This is an optimization exercise on Yosys and OpenROAD, whose aim is small area, not a production implementation. Function was checked by simulation only, so behaviour that the tests miss may differ from the original. Power and IR drop assume default switching activity.

$ cat constraint.sdc
create_clock -name core_clock -period 6.0 [get_ports {clk}]
set_input_delay 1.2000 -clock core_clock [delete_from_list [all_inputs] [get_ports {clk}]]
set_output_delay 1.2000 -clock core_clock [all_outputs]
set_load 0.01 [all_outputs]
$ cat design.v
`timescale 1ns / 1ps
module ALU_TimeTagger(
    input clk,
    input clear,
    input count,
    input [5:0] dets,
    input [15:0] CoinWindow,
    input [23:0] tA, tB,
    output [31:0] C_0, C_1, C_2, C_3, C_4, C_5,
    output [31:0] CC_01, CC_02, CC_03, CC_04, CC_05,
    output [31:0] CC_12, CC_13, CC_14, CC_15,
    output [31:0] CC_23, CC_24, CC_25,
    output [31:0] CC_34, CC_35,
    output [31:0] CC_45
    );
    function geq;
        input [23:0] x, y;
        input [15:0] w;
        reg [23:0] a, s, c;
        reg [24:0] k;
        integer n;
        begin
            a = {8'd0, w};
            s = x ^ a ^ ~y;
            c = (x & a) | (x & ~y) | (a & ~y);
            k[1] = s[0];
            for (n = 1; n < 24; n = n + 1)
                k[n+1] = (s[n] & c[n-1]) | (s[n] & k[n]) | (c[n-1] & k[n]);
            geq = k[24] | c[23];
        end
    endfunction
    reg       countR;
    reg [5:0] detsR;
    reg       coincidence;
    always @(posedge clk) begin
        countR      <= count;
        detsR       <= dets;
        coincidence <= geq(tB, tA, CoinWindow) & geq(tA, tB, CoinWindow);
    end
    wire [14:0] pair;
    genvar i, j;
    generate
        for (i = 0; i < 6; i = i + 1) begin : gi
            for (j = i + 1; j < 6; j = j + 1) begin : gj
                assign pair[i*(11-i)/2 + j - i - 1] =
                    detsR == ((6'd1 << i) | (6'd1 << j));
            end
        end
    endgenerate
    wire [29:0] c [0:5];
    wire [29:0] cc [0:14];
    generate
        for (i = 0; i < 6; i = i + 1) begin : gc
            TT_counter u (.clk(clk), .clear(clear), .inc(countR & detsR[i]), .q(c[i]));
        end
        for (i = 0; i < 15; i = i + 1) begin : gcc
            TT_counter u (.clk(clk), .clear(clear), .inc(countR & coincidence & pair[i]), .q(cc[i]));
        end
    endgenerate
    assign C_0 = {2'b0, c[0]};
    assign C_1 = {2'b0, c[1]};
    assign C_2 = {2'b0, c[2]};
    assign C_3 = {2'b0, c[3]};
    assign C_4 = {2'b0, c[4]};
    assign C_5 = {2'b0, c[5]};
    assign CC_01 = {2'b0, cc[0]};
    assign CC_02 = {2'b0, cc[1]};
    assign CC_03 = {2'b0, cc[2]};
    assign CC_04 = {2'b0, cc[3]};
    assign CC_05 = {2'b0, cc[4]};
    assign CC_12 = {2'b0, cc[5]};
    assign CC_13 = {2'b0, cc[6]};
    assign CC_14 = {2'b0, cc[7]};
    assign CC_15 = {2'b0, cc[8]};
    assign CC_23 = {2'b0, cc[9]};
    assign CC_24 = {2'b0, cc[10]};
    assign CC_25 = {2'b0, cc[11]};
    assign CC_34 = {2'b0, cc[12]};
    assign CC_35 = {2'b0, cc[13]};
    assign CC_45 = {2'b0, cc[14]};
endmodule
module TT_counter(
    input clk,
    input clear,
    input inc,
    output reg [29:0] q
    );
    reg pend;
    wire [15:0] tl, th;
    assign tl[0] = inc;
    assign th[0] = pend;
    genvar i;
    generate
        for (i = 0; i < 15; i = i + 1) begin : g
            assign tl[i+1] = tl[i] & q[i];
            assign th[i+1] = th[i] & q[15+i];
        end
    endgenerate
    always @(posedge clk) begin
        q    <= {30{~clear}} & (q ^ {th[14:0], tl[14:0]});
        pend <= tl[15];
    end
endmodule
`timescale 1ns / 1ps
module TimeTagger #(parameter [7:0] NTaps = 8'd192)(
    input wire clk,
    input wire [5:0] det,
    input wire [7:0] fine0,
    input wire [7:0] fine1,
    input wire [7:0] fine2,
    input wire [7:0] fine3,
    input wire [7:0] fine4,
    input wire [7:0] fine5,
    output reg enable,
    input wire start,
    input wire a_rst,
    output reg done,
    input wire [31:0] intTime,
    input wire [15:0] samplingWindow,
    input wire [15:0] CoinWindow,
    output wire [31:0] C_0,
    output wire [31:0] C_1,
    output wire [31:0] C_2,
    output wire [31:0] C_3,
    output wire [31:0] C_4,
    output wire [31:0] C_5,
    output wire [31:0] CC_01,
    output wire [31:0] CC_02,
    output wire [31:0] CC_03,
    output wire [31:0] CC_04,
    output wire [31:0] CC_05,
    output wire [31:0] CC_12,
    output wire [31:0] CC_13,
    output wire [31:0] CC_14,
    output wire [31:0] CC_15,
    output wire [31:0] CC_23,
    output wire [31:0] CC_24,
    output wire [31:0] CC_25,
    output wire [31:0] CC_34,
    output wire [31:0] CC_35,
    output wire [31:0] CC_45,
    input wire [15:0] delayTT0,
    input wire [15:0] delayTT1,
    input wire [15:0] delayTT2,
    input wire [15:0] delayTT3,
    input wire [15:0] delayTT4,
    input wire [15:0] delayTT5
    );
    reg [15:0] nRemLo, nRemHi;  
    reg        remCarry;        
    reg [15:0] nWin;            
    reg [17:0] base;           
    reg        winStart;       
    reg [5:0]  dets;           
    reg [23:0] tsLo, tsHi;     
    wire integ   = enable & ~(&nRemLo & &nRemHi & ~remCarry);
    wire count   = enable & (winStart | ~integ);
    wire hasTick = ~winStart;
    wire winEnd  = nWin == 16'hfffe;
    wire [16:0] cLo, cHi, cWin;
    assign cLo[0] = 1'b1;
    assign cHi[0] = remCarry;
    assign cWin[0] = 1'b1;
    genvar i;
    generate
        for (i = 0; i < 16; i = i + 1) begin : ginc
            assign cLo[i+1]  = cLo[i] & nRemLo[i];
            assign cHi[i+1]  = cHi[i] & nRemHi[i];
            assign cWin[i+1] = cWin[i] & nWin[i];
        end
    endgenerate
    wire [5:0] curF = winStart ? 6'd0 : dets;
    wire [5:0] g    = curF | det;
    wire [5:0] gLo  = g & ~(g - 6'd1);
    wire [5:0] gHi  = {g[5], g[4] & ~g[5], g[3] & ~|g[5:4], g[2] & ~|g[5:3],
                       g[1] & ~|g[5:2], g[0] & ~|g[5:1]};
    wire wLo = winStart | |(gLo & det);
    wire wHi = winStart | |(gHi & det);
    wire [5:0] sLo = hasTick ? gLo : 6'd0;
    wire [5:0] sHi = hasTick ? gHi : 6'd0;
    function [23:0] sel_ts;
        input [5:0] s;
        input [17:0] b;
        input [15:0] d0, d1, d2, d3, d4, d5;
        input [7:0]  f0, f1, f2, f3, f4, f5;
        reg [15:0] d;
        reg [7:0]  f;
        begin
            d = ({16{s[0]}} & d0) | ({16{s[1]}} & d1) | ({16{s[2]}} & d2) |
                ({16{s[3]}} & d3) | ({16{s[4]}} & d4) | ({16{s[5]}} & d5);
            f = ({8{s[0]}} & f0) | ({8{s[1]}} & f1) | ({8{s[2]}} & f2) |
                ({8{s[3]}} & f3) | ({8{s[4]}} & f4) | ({8{s[5]}} & f5);
            sel_ts = {b, 6'd0} + {8'd0, d} - {16'd0, f};
        end
    endfunction
    wire [23:0] newLo = sel_ts(sLo, base, delayTT0, delayTT1, delayTT2, delayTT3, delayTT4, delayTT5,
                               fine0, fine1, fine2, fine3, fine4, fine5);
    wire [23:0] newHi = sel_ts(sHi, base, delayTT0, delayTT1, delayTT2, delayTT3, delayTT4, delayTT5,
                               fine0, fine1, fine2, fine3, fine4, fine5);
    wire [17:0] base3;
    wire [17:2] c3;
    assign base3[0] = ~base[0];
    assign base3[1] = ~(base[1] ^ base[0]);
    assign c3[2] = base[1] | base[0];
    generate
        for (i = 2; i < 18; i = i + 1) begin : gb3
            assign base3[i] = base[i] ^ c3[i];
            if (i < 17) begin : gc
                assign c3[i+1] = base[i] & c3[i];
            end
        end
    endgenerate
    reg [1:0] fin;   
    always @(posedge clk) begin
        if (a_rst) begin
            enable <= 1'b0;
            done   <= 1'b0;
            fin    <= 2'd0;
        end else begin
            fin <= {fin[0], enable & ~integ};
            if (!enable) begin
                if (start) begin
                    enable <= 1'b1;
                    done   <= 1'b0;
                end
            end else if (!integ) begin
                enable <= 1'b0;
            end
            if (fin[1])
                done <= 1'b1;
        end
        if (!enable) begin
            nRemLo   <= ~intTime[15:0];
            nRemHi   <= ~intTime[31:16];
            remCarry <= 1'b0;
        end else begin
            nRemLo   <= nRemLo ^ cLo[15:0];
            nRemHi   <= nRemHi ^ cHi[15:0];
            remCarry <= cLo[16];
        end
        if (!enable | winEnd)
            nWin <= ~samplingWindow;
        else
            nWin <= nWin ^ cWin[15:0];
        if (!enable | winEnd | winStart)
            base <= 18'd0;
        else
            base <= base3;
        winStart <= enable & winEnd;
        dets     <= enable ? g : 6'd0;
        if (wLo)
            tsLo <= newLo;
        if (wHi)
            tsHi <= newHi;
    end
    ALU_TimeTagger ALU_TimeTagger1(
        .clk(clk),
        .clear(~enable & start),
        .count(count),
        .dets(dets),
        .CoinWindow(CoinWindow),
        .tA(tsLo),
        .tB(tsHi),
        .C_0(C_0), .C_1(C_1), .C_2(C_2), .C_3(C_3), .C_4(C_4), .C_5(C_5),
        .CC_01(CC_01), .CC_02(CC_02), .CC_03(CC_03), .CC_04(CC_04), .CC_05(CC_05),
        .CC_12(CC_12), .CC_13(CC_13), .CC_14(CC_14), .CC_15(CC_15),
        .CC_23(CC_23), .CC_24(CC_24), .CC_25(CC_25),
        .CC_34(CC_34), .CC_35(CC_35),
        .CC_45(CC_45)
    );
endmodule
$ cat standard.sh
#!/bin/bash
# synth_recipe.tcl (not shown) runs the flow's synth.tcl, then flattens the netlist and writes it again
# the make line also repeats each setting of config.mk as NAME=value (left out here)
make -C /OpenROAD-flow-scripts/flow DESIGN_CONFIG=/design/flow/config.mk WORK_HOME=/design/flow/orfs CLKGATE_MAP_FILE= SYNTH_SCRIPT=/design/flow/synth_recipe.tcl "${@:-finish}"
$ cat flow/run.sh
#!/bin/bash
# The standard layout (standard.sh) with two changes:
# - the port buffers that buffer_ports adds use the smallest buffer cell;
# - the clock tree uses clkbuf_4 buffers on sink clusters of at most 10
#   flip-flops within 50 um, without dummy loads.
# Each tool's full output is in the ORFS logs under orfs/logs/; make's own
# output is in standard.log.
export BUFFER_PORTS_ARGS="-buffer_cell sky130_fd_sc_hd__buf_1"
export CTS_ARGS="-sink_clustering_enable -repair_clock_nets -dont_use_dummy_load -buf_list sky130_fd_sc_hd__clkbuf_4 -sink_clustering_size 10 -sink_clustering_max_diameter 50"
bash standard.sh > standard.log 2>&1
$ cat config.mk
export PLATFORM = sky130hd
export DESIGN_NAME = TimeTagger
export DESIGN_NICKNAME = TimeTagger
export VERILOG_FILES = /design/flow/design.v
export SDC_FILE = /design/flow/constraint.sdc
export NUM_CORES = 4
export LEC_CHECK = 0
export CAP_MARGIN = 20
export CORE_MARGIN = 2
export CORE_UTILIZATION = 40
export SLEW_MARGIN = 20
==> flow_results.org, run 1 <==
** Pwr
- Post-layout power :: 10200 uW
- VDD sags by at most 0.155 mV.
- Power density relative to cell area :: between 200 and 250 nW/um^2
- Leakage :: 0.0210 uW

** Final layout
- Sequential cell area in the final layout :: between 15000 and 20000 um^2
- Combined area of the multi-input logic cells :: 19100 um^2
- Compared with the post-synthesis result, the final layout area differs by 14.2%.
- Final #Nets :: about 5200
- Finished layout cell area :: 41500 um^2
- The layout has 8696 filler cells.
- Share of layout cells above drive strength 1 :: 3.72%

** Critical path
- Critical Path, Cell by Cell :: inv_4, a21oi_2, nand4_1, inv_1, and3_1, buf_4, a221oi_1, ha_1, ha_1, a211oi_1, o21ai_0, a31oi_1, a311oi_1, nor2_1, a21oi_1, xor2_1
- The cell that appears most often on the critical path is ha_1.
- CP Launch Type :: flip-flop
- The slowest stage of the critical path belongs to the cell and3_1.
- Data on the critical path arrives at its endpoint at ~5.3 ns.
- At the worst endpoint, the required time is 6.61 ns.
- Endpoint type of the worst setup path :: flip-flop
- By startpoint and endpoint, the worst setup path is classified as reg2reg.
- In this design, the stage delay of the slowest critical-path cell is between 0.5 and 0.6 ns.
- Critical path peak fanout :: 12

** Drt
- The count of nets left with antenna violations once routing finished came out at 0.
- After detailed routing, the total wire length is 107000 um.
- Via density per instance :: 4.88
- Dividing the detail-routed wire length by the instance count gives 20.0 um.
- Routed vias :: 25987
- Number of design-rule violations left by the first detailed-router iteration :: 1570
- After detailed routing, the number of remaining DRC violations is 0.
- Before antenna repair, the detailed router went through 9 iterations.

** GRT
- The first global-routing pass estimated around 160000 um of wire.
- Number of antenna violations at the first check in global routing :: 8
- The number of global-route vias before repair is 25445.
- After global routing the overflow that remains totals 0.
- Total track usage :: 22.3%
- Entering global routing, the biggest net connects 187 pins.

** Synth
- Top cells by area, synth :: dfxtp_1, ha_1, and2_1
- Number of synthesized flops with an enable pin :: 48
- Warnings from Yosys :: 3
- ha_1 is the most common cell in the netlist.
- Post-synthesis sequential element count :: 785
- Syn avg cell area :: 11.1 um^2
- Most used DFF post-synth :: dfxtp_1
- Cell area after synthesis :: approximately 36000 um^2
- The share of synthesized area in the top cell type comes to 40.6%.
- After synthesis, the most frequently instantiated cells are ha_1, dfxtp_1, and2_1.
- Synth Instances :: between 3000 and 4000
- dfxtp_1 takes more of the synthesized area than any other cell.
- Of all flip-flops after synthesis, the portion carrying an async set or reset was 0%.
- Count of different cell masters after synthesis :: 79
- Share of synthesized area occupied by flip-flops and latches :: between 40% and 50%

** Clocking
- The clock drives just under 800 sinks.
- The number of setup buffers added after CTS is 0.
- Clock latency on the worst-skew pair, taken at its later pin, is about 0.96 ns.
- Root cell of the clock tree :: clkbuf_4
- TritonCTS built the clock tree.
- Buffers inserted to repair hold after CTS numbered 0.
- Number of levels in the clock H-tree :: 3
- The number of gates resized after CTS was 0.
- Counting along the longest clock path gives a buffer depth of 3.
- Clock-pin slew was measured on the worst setup and hold paths at 0.08 ns.
- Clock tree synthesis inserted a total of 104 buffers.

** Place
- Routability congestion estimate :: 0.982
- DP Area :: 40700 um^2
- Detail Placement HPWL :: 86700 um
- # port buffers :: approximately 850

** Timing
- Unrepaired setup endpoints after global routing :: no
- Based on the critical path, the design can be clocked at up to about 210 MHz.
- Final Skew :: 0.154 ns
- Hold Fails Final Rpt :: 0
- Fraction of the cycle the final worst path needs :: 78.5%
- Total negative setup slack :: 0 ns
- Headroom to the max-slew limit came out at around 31%.
- The final count of pins violating max slew came to 0.
- For the pin with the worst max-slew slack, the measured transition is just over 1 ns.
- The clock period could shrink to 4.71 ns.
- Hold WS :: 0.425 ns
- Finish-stage setup viols :: 0

** Floorplanning
- For this configuration, the core starts out at a cell density of 40.4%.
- Measured along the y axis, the die boundary spans 306 um.
- Placeable core region :: 90000 um^2
- For this design the top-level I/O count stands at just under 900.
- The die covers between 90000 and 100000 um^2.
- Die outline width :: 306 um
- Number of cell rows :: 110

** Run status
- Status :: complete, no violations

** Job
- Count of maximum capacitance violations :: 0

** Worst hold path
- Worst hold path class :: reg2reg
## cell usage in the layout, fill, tap and decap left out, types with 7 or more instances in the layout
cell	instances
nor2b_1	12
a21oi_1	63
diode_2	9
o211ai_1	8
a222oi_1	50
nand4_1	12
conb_1	42
and2_1	634
ha_1	752
a21o_1	8
a221oi_1	33
fa_1	38
o22ai_1	7
and3_1	9
nor3_1	28
a221o_1	17
inv_1	136
dfxtp_1	736
nand3_1	14
edfxtp_1	48
nand2_1	158
buf_1	848
xor2_1	11
buf_4	27
nor4_1	11
nand2b_1	17
nor2_1	86
clkbuf_4	104
xnor2_1	50
a31oi_1	13
o21ai_0	68
## sequential cells by signal, summed over array words and instances (netlist names)
name	flops
enable	1
dets	6
nRemLo	16
ALU_TimeTagger1.gcc.u.pend	15
tsHi	24
tsLo	24
winStart	1
fin	2
nWin	16
ALU_TimeTagger1.gc.u.q	180
ALU_TimeTagger1.coincidence	1
ALU_TimeTagger1.gcc.u.q	450
base	18
ALU_TimeTagger1.gc.u.pend	6
done	1
ALU_TimeTagger1.detsR	6
remCarry	1
ALU_TimeTagger1.countR	1
nRemHi	16
## critical path: cells and delay by family (launching register included)
family          cells  cell delay (ns)
fa+ha+maj           2             0.63
simple gates        3             1.03
buf+inv             3             0.47
xor+xnor            1             0.15
flops               1             0.38
compound gates      7             1.75
## per-stage QoR
| stage | std cells | setup WS [ns] | utilization, % |
|---|---|---|---|
| CTS | 5317 | 1.35 | 46.1 |
| global placement | 5213 | 0.559 | 45.2 |
| global route | 5325 | 0.976 | 46.1 |
| finish | 5326 | 1.29 | 46.1 |
| floorplan | 3322 | 1.17 | - |
| detailed placement | 5213 | 0.508 | 45.2 |
## path summary, 6_finish.rpt
kind                                        start                 end  slack (ns)  cells past startpoint
worst min-delay path            fin[1]$_SDFF_PP0_   done$_SDFFE_PP0P_        0.42                      2
worst max-delay path             winStart$_DFF_P_  tsLo[22]$_DFFE_PP_        1.29                     16
worst min register to register  fin[1]$_SDFF_PP0_   done$_SDFFE_PP0P_        0.42                      2
worst max register to register   winStart$_DFF_P_  tsLo[22]$_DFFE_PP_        1.29                     16
## power breakdown
group | internal, uW | total, uW | switching (uW)
logic | 843 | 2070 | 1230
clock network | 788 | 2510 | 1720
registers | 5490 | 5640 | 148
## layout make-up
| type | count | area share (%) |
|---|---|---|
| well taps | 1176 | 3.54 |
| clock buffers | 104 | 1.88 |
| repair buffers | 878 | 8.30 |
| flip-flops and latches | 785 | 39.0 |
| multi-input cells | 2237 | 46.0 |
| inverters | 137 | 1.24 |
| diodes | 9 | 0.0542 |
## logic make-up (layout without fill, tap and decap cells)
family / count (synthesis) / count (layout) / synth area share [%]
and+or+nand+nor: 1012 / 1012 / 15.7
other: 1 / 51 / 0.0103
xor gates and xnor gates: 61 / 61 / 1.47
adders and majority gates: 791 / 791 / 28.0
DFF: 785 / 785 / 44.5
buffers and inverters: 300 / 1119 / 3.59
AOI/OAI and AO/OA: 327 / 327 / 6.59
muxes: 4 / 4 / 0.110
## metal layers
metal / part of all wire [%] / vias to the layer above / global-route usage [%]
met5: 0.012 / - / 0
met4: 3.2 / 2 / 7.74
met3: 7.4 / 179 / 6.31
met2: 51 / 894 / 41.0
met1: 39 / 11946 / 24.4
li1: - / 12966 / -
==> run 2, diff against run 1 <==
==> flow/run.sh (replaced) <==
#!/bin/bash
# The standard layout (standard.sh) with two changes:
# - the port buffers that buffer_ports adds use the smallest buffer cell;
# - the clock tree uses clkbuf_4 buffers on sink clusters of at most 10
#   flip-flops within 50 um, without dummy loads;
# - the constant-0 outputs share synthesis's single tie cell instead of
#   getting one tie cell each (SKIP_REPAIR_TIE_FANOUT).
# Each tool's full output is in the ORFS logs under orfs/logs/; make's own
# output is in standard.log.
export BUFFER_PORTS_ARGS="-buffer_cell sky130_fd_sc_hd__buf_1"
export CTS_ARGS="-sink_clustering_enable -repair_clock_nets -dont_use_dummy_load -buf_list sky130_fd_sc_hd__clkbuf_4 -sink_clustering_size 10 -sink_clustering_max_diameter 50"
export SKIP_REPAIR_TIE_FANOUT=1
bash standard.sh > standard.log 2>&1
==> flow_results.org, run 2 <==
** Worst hold path
- Worst hold path startpoint :: intTime[30]
- For hold timing, the worst endpoint is nRemHi[14]$_DFF_P_.
- The min-delay analysis places its worst path in the category in2reg.
- Hold Path Depth :: 2

** Pwr
- Net switching is 30.5% of the power.
- Summing internal, switching and leakage power gives 10300 uW.
- The clock network is responsible for 24.5% of the overall power.
- Power density relative to cell area :: around 250 nW/um^2
- Leakage :: 0.0208 uW
- In this run, the combinational gates consume ~20% of the power.
- The worst-case IR drop observed on VDD is about 0.14 mV.
- Sequential cells burn between 50% and 60% of the power.
- For this design the total switching power over the nets is 3130 uW.
- The internal portion of the total power is 7130 uW.

** Critical path
- Launch instance of the worst register-to-register path :: dets[5]$_SDFF_PN0_
- The critical path goes through nor2_1, nor2_1, and3_1, buf_4, a221o_1, ha_1, ha_1, fa_1, a211oi_1, o21ai_0, nand2_1, o311a_1, a21oi_1, a211oi_1, xnor2_1.
- Type of the worst setup path :: reg2reg
- Arrival time reported for the critical path endpoint :: 5.48 ns
- Data on the critical path is required at its endpoint by ~6.6 ns.
- Reg2reg end :: tsLo[21]$_DFFE_PP_
- Among all stages on the critical path, the largest delay is contributed by nor2_1.
- The critical path starts at dets[5]$_SDFF_PN0_.
- Largest stage delay on the critical path :: ~0.73 ns
- Critical path peak fanout :: 24
- The worst setup path is captured at a flip-flop.
- For the worst flop-to-flop path, the logic depth is 15.
- The worst setup path is launched from a flip-flop.
- Setup slack on the worst flop-to-flop path :: 1.10 ns

** Synth
- In the post-synthesis netlist, the cell with the most instances is ha_1.
- Proportion of register bits with asynchronous set or reset after synthesis :: 0%
- After synthesis, flip-flops and latches occupy 44.5% of the total area.
- Top cells by area, synth :: dfxtp_1, ha_1, and2_1
- Warnings from Yosys :: 3
- Syn avg cell area :: 11.1 um^2
- Synth Instances :: 3281
- The biggest area contributor in the post-synthesis netlist is dfxtp_1.
- Post-synthesis sequential element count :: 785
- The netlist uses 79 different library cells.
- Area fraction of the dominant cell type after synthesis :: 40.6%
- Counting instances in the post-synthesis netlist gives the leading cell types as ha_1, dfxtp_1, and2_1.
- Number of synthesized flops with an enable pin :: 48
- Cell area after synthesis :: between 30000 and 40000 um^2
- Most used DFF post-synth :: dfxtp_1

** Run status
- The flow ran to the end and the layout has no timing, DRC or antenna violations.

** Timing
- The final count of pins violating max slew came to 0.
- In this run the tightest slew margin relative to its limit is 30.8%.
- The final critical path takes up 81.6% of the cycle.
- Peak Freq :: 204 MHz
- The clock period could shrink to 4.90 ns.
- Total negative setup slack :: 0 ns
- Final Skew :: 0.114 ns
- For the pin with the worst max-slew slack, the measured transition is 1.04 ns.
- Hold Fails Final Rpt :: 0
- Setup repair after global routing left no endpoint under its margin.
- Finish-stage setup viols :: 0

** Floorplanning
- The core region is approximately 90000 um^2.
- For this design the top-level I/O count stands at 891.
- Die area :: 93400 um^2
- Number of cell rows :: 110
- Starting density of the core :: 40.4%
- From left edge to right edge, the die measures 306 um.
- The die is between 300 and 400 um tall.

** GRT
- Global routing finished with a remaining overflow of 0.
- Number of antenna violations at the first check in global routing :: 6
- Global routing used 22.3% of the available tracks.
- Via count of the first global-routing pass :: 25353
- Largest net degree at the start of global routing :: around 220
- First-pass GRT wire length :: 158000 um

** Clocking
- Clock sink count :: 785
- TritonCTS created ~100 clock buffers.
- TritonCTS built the clock tree.
- Root cell of the clock tree :: clkbuf_4
- Clock transition at the register clock pins on the worst setup and hold paths after CTS :: 0.11 ns
- The later pin in the worst-skew pair is clocked with a latency of 0.94 ns.
- Hold-fix buffers, CTS :: 0
- In this run the post-CTS setup repair buffer count came out at 0.
- After clock tree synthesis, the repair step resized 0 gates.
- The H-tree was split into 3 levels.
- The clock passes through at most 3 buffers.

** Drt
- Routed wire length per instance :: 20.2 um
- In the routed layout, each cell is associated on average with a via count of 4.89.
- Post-route antenna net violation count :: 0
- Wires add up to 107000 um.
- Detailed-router iteration count before antenna repair :: 9
- After detailed routing, the number of remaining DRC violations is 0.
- Routed vias :: 25815
- After the first detailed-routing iteration, the DRC count stood at 1639.

** Final layout
- In the final layout, the registers with the most flip-flops are ALU_TimeTagger1.gcc.u.q: 450 flops, ALU_TimeTagger1.gc.u.q: 180 flops.
- The register with the most flip-flops in the layout has 450 of them.
- In the final layout, the share of cells above drive strength 1 is between 3 and 4%.
- The top cell types in the final layout, fill and taps aside, are buf_1, ha_1, dfxtp_1.
- The library cell used most frequently in the layout, excluding fill and tap cells, is buf_1.
- Area added between synthesis and finish :: 13.7%
- Final #Nets :: 5109
- ALU_TimeTagger1.gcc.u.q holds more flip-flops than any other register.
- Summing all non-filler instances in the final layout gives an area of 41400 um^2.

** Job
- Across the run, the number of max-cap violations was 0.

** Place
- Summing all placed instances gives a cell area of 40600 um^2.
- Detail Placement HPWL :: 86500 um
- Port buffering added 848 buffers.
- The congestion estimate from routability-driven global placement came to 0.935.
-- run 2: final cells by class --
class                   instances  area (um^2)
fillers                      8709        48700
multi-input cells            2196        18900
diodes                          3         7.51
well taps                    1176         1470
inverters                     137          517
repair buffers                878         3450
clock buffers                 104          781
flip-flops and latches        785        16200
-- run 2: power by group through the flow --
stage	clock [uW]	combinational (uW)	sequential, uW
finish	2510	2090	5650
global placement	0	2080	5770
detailed placement	0	2080	5780
global route	2850	2340	5680
floorplan	0	1500	5710
CTS	2660	2090	5660
-- run 2: how the worst max path moves through the flow --
| stage | end | cells past startpoint |
|---|---|---|
| 2_1_floorplan | tsHi[21]$_DFFE_PP_ | 16 |
| 3_3_place_gp | tsLo[21]$_DFFE_PP_ | 16 |
| 3_5_place_dp | tsLo[21]$_DFFE_PP_ | 16 |
| 4_1_cts | tsLo[21]$_DFFE_PP_ | 15 |
| 5_1_grt | tsLo[21]$_DFFE_PP_ | 15 |
| 6_report | tsLo[21]$_DFFE_PP_ | 15 |
-- run 2: logic make-up after synthesis --
| logic type | after synthesis | share of synthesized area [%] |
|---|---|---|
| simple gates | 1012 | 15.7 |
| other cells | 1 | 0.0103 |
| buf+inv | 300 | 3.59 |
| compound gates | 327 | 6.59 |
| flops | 785 | 44.5 |
| mux | 4 | 0.110 |
| xor+xnor | 61 | 1.47 |
| fa+ha+maj | 791 | 28.0 |
-- run 2: worst max-delay path: cells and delay by family, from the launching register on --
| family | cells | cell delay (ns) |
|---|---|---|
| compound gates | 6 | 1.42 |
| xor+xnor | 1 | 0.10 |
| fa+ha+maj | 3 | 0.95 |
| buf+inv | 1 | 0.32 |
| flops | 1 | 0.55 |
| simple gates | 4 | 1.21 |
-- run 2: layer usage --
metal / wire length [um] / part of all wire [%] / global-route usage [%] / vias to the layer above
met2: 53500 / 50 / 40.9 / 860
met4: 4200 / 3.9 / 9.11 / 8
met5: 48 / 0.045 / 0 / -
met3: 7480 / 7.0 / 5.68 / 189
li1: - / - / - / 12894
met1: 41500 / 39 / 24.4 / 11864
-- run 2: metrics by stage --
step	hold slack, ns	worst slack (ns)	util [%]	std cells
3_3_place_gp	0.416	0.344	45.1	5172
6_report	0.391	1.10	45.9	5279
3_5_place_dp	0.433	0.277	45.1	5172
5_1_grt	0.283	0.770	45.9	5278
2_1_floorplan	0.375	1.17	-	3281
4_1_cts	0.213	1.08	45.9	5276
==> run 3, diff against run 2 <==
==> flow/run.sh (replaced) <==
#!/bin/bash
# The standard layout (standard.sh) with two changes:
# - the port buffers that buffer_ports adds use the smallest buffer cell;
# - the clock tree uses clkbuf_4 buffers on sink clusters of at most 10
#   flip-flops within 70 um, without dummy loads.
# Each tool's full output is in the ORFS logs under orfs/logs/; make's own
# output is in standard.log.
export BUFFER_PORTS_ARGS="-buffer_cell sky130_fd_sc_hd__buf_1"
export CTS_ARGS="-sink_clustering_enable -repair_clock_nets -dont_use_dummy_load -buf_list sky130_fd_sc_hd__clkbuf_4 -sink_clustering_size 10 -sink_clustering_max_diameter 70"
bash standard.sh > standard.log 2>&1
==> flow_results.org, run 3 <==
** Timing
- Setup repair after global routing left no endpoint under its margin.
- Fin crit period :: 4.77 ns
- Final Max Tran Viols :: 0
- Fraction of the cycle the final worst path needs :: 79.5%
- Headroom to the max-slew limit :: between 30% and 40%
- Hold Fails Final Rpt :: 0
- Setup violations remaining at the end of the flow were counted as 0.
- Slew at the pin closest to its max-slew limit :: 1.05 ns
- Final Skew :: 0.107 ns
- Peak Freq :: 210 MHz
- Total negative setup slack :: 0 ns

** Critical path
- Family of cells with the greatest summed delay on the critical path :: compound AO/OA/AOI/OAI gates
- The slowest stage of the critical path belongs to the cell fa_1.
- Required time at the worst-slack endpoint :: around 6.6 ns
- STA puts the critical path data arrival time at 5.34 ns.
- The worst setup path is captured at a flip-flop.
- Of all nets on the critical path, the largest fanout is 24.
- Type of the worst setup path :: reg2reg
- CP Launch Type :: flip-flop
- The signal on the critical path passes through a21oi_4, nand4_1, or3_1, nor4_4, buf_4, a221oi_1, ha_1, ha_1, fa_1, a21oi_1, o211ai_1, nand3b_1, a31oi_1, o41a_1, mux2i_1, nand3_1.
- Largest stage delay on the critical path :: between 0.4 and 0.5 ns
- Setup slack on the worst flop-to-flop path :: 1.23 ns
- Crit path buf inv count :: 1
- Most used cell, CP :: ha_1

** Floorplanning
- Starting density of the core :: between 40 and 50%
- The floorplan step defined a die boundary enclosing 93400 um^2.
- Number of placed I/O pins :: 891
- Number of cell rows :: 110
- Die Y-Extent :: 306 um
- Die outline width :: a little over 300 um
- Placeable core region :: roughly 90000 um^2

** Pwr
- Largest voltage drop on the vdd net :: 0.150 mV
- The clock network burns 24.0% of the power.
- In this run switching power makes up between 30% and 40% of total power.
- Leakage :: 0.0209 uW
- Post-layout power :: about 10000 uW
- Cell internal power was estimated by the tool at 7050 uW.
- In this run, flip-flops and latches consume 55.6% of the power.
- Power density relative to cell area :: roughly 250 nW/um^2
- Combinational logic burns 20.5% of the power.
- Summed over all nets, the switching power comes to 3100 uW.

** Final layout
- Ranked by flip-flop count, first place goes to ALU_TimeTagger1.gcc.u.q.
- With fillers left out, the area of the finished cells amounts to 41500 um^2.
- Of the cells placed in the final design, the portion with a size suffix greater than 1 is ~3.5%.
- In the layout the commonest cells are buf_1, ha_1, dfxtp_1.
- Largest registers :: ALU_TimeTagger1.gcc.u.q: 450 flops, ALU_TimeTagger1.gc.u.q: 180 flops
- Leaving out fill and tap cells, the most frequent cell in the layout is buf_1.
- Non-filler cells, final :: 5315
- In the final design database the tool counted 5140 nets.
- Max FFs per register :: 450
- Relative to the synthesized area, the layout overhead comes to 13.9%.

** Drt
- The detail route stage leaves a number of antenna-violating nets equal to 0.
- Number of design-rule violations left by the first detailed-router iteration :: 1686
- After detailed routing, the average wire length per cell comes to 20.1 um.
- Before antenna repair, the detailed router went through 10 iterations.
- Routed vias :: 25901
- For this run, design rule violations remaining after detail routing come to 0.
- After detailed routing, the number of vias per cell comes to ~4.9.
- Total wire length after detailed routing :: roughly 110000 um

** Place
- Summing all placed instances gives a cell area of 40700 um^2.
- Routability-driven placement finished with a final weighted congestion of 0.982.
- During placement, the flow inserted port buffers numbering 848.
- Total placed cells including tap cells :: 5213
- Detailed placement ended at an HPWL of 86700 um.

** Synth
- Most used DFF post-synth :: dfxtp_1
- During synthesis, Yosys emitted a total of 3 warnings.
- Syn avg cell area :: around 11 um^2
- Synthesis inferred 785 register bits.
- The synthesized netlist occupies a cell area of between 30000 and 40000 um^2.
- dfxtp_1 takes more of the synthesized area than any other cell.
- In the synthesized netlist, the cells that appear most often are ha_1, dfxtp_1, and2_1.
- Among all cell types in the netlist, the one instantiated most often is ha_1.
- Of the synthesized area, sequential elements account for 44.5%.
- In this run, distinct cell masters in the synthesized netlist total 79.
- After synthesis, the largest area contributor takes up 40.6% of total cell area.
- In the synthesized netlist, the number of instances is 3281.
- In the synthesized netlist the async set-or-reset flop fraction comes to 0%.
- Number of synthesized flops with an enable pin :: 48
- By area the synthesized netlist is led by dfxtp_1, ha_1, and2_1.

** GRT
- Global routing used 22.3% of the available tracks across all layers.
- First-pass GRT wire length :: 158000 um
- The initial antenna violation count is 7.
- Summed over all layers, the global routing overflow is 0.
- Via count of the first global-routing pass :: 25438
- Largest net degree at the start of global routing :: roughly 190

** Clocking
- Clock sink count :: between 700 and 800
- Counting along the longest clock path gives a buffer depth of 3.
- Resized Gates After CTS :: 0
- Clock tree from TritonCTS :: built
- The root buffer cell chosen for the clock tree is clkbuf_4.
- CTS built an H-tree with a depth of 3.
- Buffers inserted during clock tree synthesis total 94.
- Hold-fix buffers, CTS :: 0
- Number of post-CTS setup repair buffers :: 0
- The clock reaches the later pin of the worst-skew pair after 0.95 ns.
- Clock transition at the register clock pins on the worst setup and hold paths after CTS :: 0.11 ns

** Job
- Max-cap violations in this run came to 0.

** Worst hold path
- The tightest min-delay check is of the in2reg type.

** Run status
- Status :: complete, no violations
-- run 3: cell types whose count changed in the layout (fill, tap and decap cells not counted) --
cell	change
conb_1	+41
clkbuf_4	-10
diode_2	+5
-- run 3: metrics by stage --
stage / util [%] / hold WS, ns / worst slack, ns
after global routing: 46.0 / 0.332 / 0.943
after global placement: 45.2 / 0.424 / 0.559
after floorplan: - / 0.375 / 1.17
after detailed placement: 45.2 / 0.424 / 0.508
after CTS: 46.0 / 0.295 / 1.30
final: 46.1 / 0.438 / 1.23
-- run 3: per-layer routing --
metal / vias to the layer above / global-route usage (%) / wire, um
met5: - / 0 / 12
met4: 2 / 7.82 / 3680
met3: 179 / 6.16 / 7630
met2: 870 / 40.9 / 53900
met1: 11914 / 24.5 / 41600
li1: 12936 / - / -
-- run 3: kinds of logic after synthesis --
| logic type | share of synthesized area (%) |
|---|---|
| AND/OR/NAND/NOR | 15.7 |
| adder cells (fa/ha/maj) | 28.0 |
| flip-flops | 44.5 |
| AO/OA/AOI/OAI | 6.59 |
| buffers and inverters | 3.59 |
| XOR/XNOR | 1.47 |
| multiplexers | 0.110 |
| other | 0.0103 |
-- run 3: power groups by stage --
stage	Clock (uW)	Sequential (uW)	Combinational [uW]
finish	2430	5640	2080
global route	2760	5670	2330
CTS	2580	5650	2080
detailed placement	0	5770	2060
global placement	0	5760	2050
floorplan	0	5710	1500
-- run 3: path summary, 6_finish.rpt --
kind,cells past startpoint,endpoint,startpoint
max reg2reg,16,tsHi[21]$_DFFE_PP_,dets[3]$_SDFF_PN0_
max,16,tsHi[21]$_DFFE_PP_,dets[3]$_SDFF_PN0_
min reg2reg,1,fin[1]$_SDFF_PP0_,fin[0]$_SDFF_PP0_
min,2,nWin[15]$_DFF_P_,samplingWindow[15]
-- run 3: cell type report --
cell class	count	area [um^2]
diodes	8	20.0
clock buffers	94	706
fillers	8693	48600
inverters	137	517
multi-input cells	2237	19100
flip-flops and latches	785	16200
well taps	1176	1470
repair buffers	878	3450
==> run 4, diff against run 3 <==
==> flow/run.sh (replaced) <==
#!/bin/bash
# The standard layout (standard.sh) with these changes:
# - the port buffers that buffer_ports adds use the smallest buffer cell;
# - the clock tree uses clkbuf_4 buffers on sink clusters of at most 9
#   flip-flops within 40 um, without dummy loads;
export BUFFER_PORTS_ARGS="-buffer_cell sky130_fd_sc_hd__buf_1"
export CTS_ARGS="-sink_clustering_enable -repair_clock_nets -dont_use_dummy_load -buf_list sky130_fd_sc_hd__clkbuf_4 -sink_clustering_size 9 -sink_clustering_max_diameter 40"
export SKIP_REPAIR_TIE_FANOUT=1
bash standard.sh > standard.log 2>&1
--- a/config.mk
+++ b/config.mk
@@ -6,6 +6,7 @@
 export NUM_CORES = 4
 export LEC_CHECK = 0
 export CAP_MARGIN = 20
+export CORE_ASPECT_RATIO = 2.5
 export CORE_MARGIN = 2
-export CORE_UTILIZATION = 40
+export CORE_UTILIZATION = 55
 export SLEW_MARGIN = 20
==> flow_results.org, run 4 <==
** Run status
- Status :: complete, no violations

** Synth
- Count of different cell masters after synthesis :: a little under 80
- Counting flops with an async set or reset pin after synthesis yields a share of 0%.
- After Yosys synthesis, XOR and XNOR cells account for 1.47% of the synthesized area.
- Ranked by total cell area, the synthesized netlist is headed by dfxtp_1, ha_1, and2_1.
- Warnings from Yosys :: 3
- Largest area contributor in the synthesized netlist :: dfxtp_1
- Syn avg cell area :: 11.1 um^2
- The synthesized design contains 48 enable-type register cells.
- Area fraction of the dominant cell type after synthesis :: 40.6%
- Post-synthesis share of cell area spent on and, or, nand and nor gates :: between 10% and 20%
- Area share of fa/ha/maj cells after synthesis :: 28.0%
- Cell area after synthesis :: 36400 um^2
- In this run, synthesis produced a sequential element count of 785.
- Synth Instances :: 3281
- Most numerous cell in the Yosys netlist :: ha_1
- Most used DFF post-synth :: dfxtp_1
- Of the synthesized area, sequential elements account for 44.5%.
- Post-synthesis mux area share :: 0.110%
- Summing the areas of all compound-gate instances in the mapped netlist gives 6.59% of the synthesized area.
- Dominant combinational cell family by area after synthesis :: adder cells
- The commonest cells after synthesis are ha_1, dfxtp_1, and2_1.

** Drt
- Post-route antenna net violation count :: 0
- Routed wire length per instance :: 21.0 um
- The detailed router finished its first iteration with between 1000 and 1500 violations.
- Routed vias :: ~26000
- Residual DRC count :: 0
- Wires add up to 104000 um.
- Via density per instance :: between 5 and 6
- The first detailed-routing pass took 9 iterations.

** Critical path
- Arrival time reported for the critical path endpoint :: 5.71 ns
- Endpoint type of the worst setup path :: flip-flop
- Measured in cells, the most critical reg-to-reg path has a length of 18.
- The critical path is of the reg2reg type.
- STA puts the critical path data required time at 6.65 ns.
- Of all nets on the critical path, the largest fanout is 18.
- The worst setup path is launched from a flip-flop.

** Clocking
- Root cell of the clock tree :: clkbuf_4
- Clock tree synthesis inserted a total of 97 buffers.
- TritonCTS built the clock tree.
- The number of hold buffers added after CTS was 0.
- Clock sink count :: approximately 790
- Clock-pin slew was measured on the worst setup and hold paths at ~0.11 ns.
- Skew-Pair Late Insertion Delay :: around 0.90 ns
- Number of post-CTS setup repair buffers :: 0
- Clock tree buffer depth :: 3
- In this run the number of H-tree levels came out at 3.
- Resized Gates After CTS :: 0

** Timing
- Fraction of the cycle the final worst path needs :: between 80% and 90%
- In the final timing run, aggregate negative setup slack is 0 ns.
- Hold WS :: 0.433 ns
- Unrepaired setup endpoints after global routing :: no
- Fin crit period :: 5.06 ns
- For this run, the top clock speed supported by timing is 198 MHz.
- Final Max Tran Viols :: 0
- Slew at the pin closest to its max-slew limit :: 0.971 ns
- Finish-stage setup viols :: 0
- Final Skew :: between 0.08 and 0.09 ns
- Post-route setup slack :: 0.944 ns
- Hold Fails Final Rpt :: 0
- Headroom to the max-slew limit :: 35.3%

** Floorplanning
- Starting density of the core :: 55.4%
- Die outline width :: 167 um
- Number of placed I/O pins :: just under 900
- The initialized floorplan defines 149 standard-cell rows.
- Die area :: 68400 um^2
- The core region is 65600 um^2.
- The die is 411 um tall.

** Place
- # port buffers :: between 800 and 900
- Prior to clock tree synthesis, the placed netlist has a worst setup slack of 0.353 ns.
- After legalization and detailed placement, the total HPWL measured roughly 85000 um.
- The congestion estimate from routability-driven global placement came to 1.02.

** Final layout
- The largest registers in the layout are ALU_TimeTagger1.gcc.u.q: 450 flops, ALU_TimeTagger1.gc.u.q: 180 flops.
- ALU_TimeTagger1.gcc.u.q holds more flip-flops than any other register.
- Across the whole layout, storage elements account for 16200 um^2.
- In the layout the commonest cells are buf_1, ha_1, dfxtp_1.
- From synthesis to final layout, the design area changed by 12.2%.
- Max FFs per register :: 450
- Commonest non-fill, non-tap cell in the layout :: buf_1
- At the end of the flow, the number of nets in the layout was around 5100.
- In the final layout, the share of cells above drive strength 1 is 3.42%.
- Combined area of the multi-input logic cells :: between 15000 and 20000 um^2
- Fillcell total :: around 5700

** Worst hold path
- The min-delay analysis places its worst path in the category reg2reg.
- Hold Path Depth :: 0

** Pwr
- Summed over all cells, the static leakage comes to 0.0208 uW.
- VDD sags by at most 0.197 mV.
- Dividing total power by cell area gives a power density of 248 nW/um^2.
- After layout, the design draws a total of ~10000 uW.

** GRT
- Global routing consumed, over all layers together, 29.5% of the routing resources.
- The initial antenna violation count is 17.
- The number of global-route vias before repair is 26217.
- Sum of overflow across all layers after global routing :: 0
- Largest net degree at the start of global routing :: 230
- First-pass GRT wire length :: 155000 um

** Job
- Count of maximum capacitance violations :: 0
-- run 4: cell count changes in the layout (fill, tap and decap cells not counted), sizes merged --
cell    previous run  this run
conb              42         1
buf              878       873
clkbuf            94        97
-- run 4: final cells by class --
class	instances	area share [%]
timing repair buffer	873	8.32
multi-input combinational	2196	46.4
inverter	137	1.27
antenna	8	0.0490
clock buffer	97	1.78
tap	830	2.54
sequential	785	39.7
-- run 4: logic make-up (layout without fill, tap and decap cells) --
logic type	after synthesis	in the layout
buffers and inverters	300	1107
XOR/XNOR	61	61
flip-flops	785	785
multiplexers	4	4
other	1	9
adder cells (fa/ha/maj)	791	791
AO/OA/AOI/OAI	327	327
AND/OR/NAND/NOR	1012	1012
-- run 4: metrics by stage --
step	area, um^2	instances	util, %
2_1_floorplan	36400	3281	-
3_3_place_gp	40100	4821	61.1
3_5_place_dp	40100	4821	61.1
4_1_cts	40800	4918	62.2
5_1_grt	40800	4926	62.2
6_report	40800	4926	62.2
-- run 4: worst paths after layout --
kind / start / end / slack, ns
max reg2reg: winStart$_DFF_P_ / tsLo[21]$_DFFE_PP_ / 0.94
max: winStart$_DFF_P_ / tsLo[21]$_DFFE_PP_ / 0.94
min reg2reg: dets[3]$_SDFF_PN0_ / ALU_TimeTagger1.detsR[3]$_DFF_P_ / 0.43
min: dets[3]$_SDFF_PN0_ / ALU_TimeTagger1.detsR[3]$_DFF_P_ / 0.43
-- run 4: power breakdown --
group	switching (uW)	internal, uW
Clock	1670	740
Sequential	147	5490
Combinational	1220	841
-- run 4: critical path, stage by stage, from the launching register on --
cell and delay [ns]:
dfxtp_1 0.32, buf_4 0.26, inv_4 0.10, a21oi_2 0.34, nor4bb_4 0.60, buf_4 0.36
a222oi_1 0.12, nand2_1 0.11, a221o_1 0.17, ha_1 0.27, ha_1 0.24, fa_1 0.50
a211oi_1 0.30, o21ai_0 0.18, nand2_1 0.13, o311a_1 0.21, a21oi_1 0.18, a211oi_1 0.32
xnor2_1 0.11
-- run 4: metal layers --
metal  GRT usage [%]  routed length [um]  up-vias
li1                -                   -    12860
met4            14.2                5530       10
met2            53.4               52200     1084
met1            30.7               36800    12112
met3            9.33                9130      195
met5               0                  69        -

[port drivers added, routing unchanged]
No port has a modelled driver above. Below, the same layouts with a new extraction and two added sets of constraints. Step 1 sets driving cells, clkbuf_16 on the clock port and buf_2 on the other inputs (assumed; they add their load-dependent delay and slew). Step 2 moves the port delays by t, midway between the first and last clock arrival at a register: inputs arrive t later, outputs are due t later. That takes back most of the time a late clock gives input paths. a / b / c = ideal ports / drivers / drivers and shift; a / b = the first two.
run	shift t [ns]	setup slack, ns	hold slack, ns	worst data-port slew with drivers (ns)	pins driven straight from the clock port
run 1	0.952	1.291 / 1.291 / 0.387	0.425 / 0.412 / 0.425	0.10	1
run 2	0.956	1.105 / 1.105 / 0.169	0.391 / 0.371 / 0.392	0.12	1
run 3	0.962	1.228 / 1.228 / 0.350	0.438 / 0.398 / 0.452	0.10	1
run 4	0.911	0.944 / 0.944 / 0.281	0.433 / 0.433 / 0.433	0.24	1
After both steps setup and hold are still met in every run listed. For run 2, which loses most, drivers alone change the setup slack by 0.000 ns; drivers and shift together by -0.936 ns.
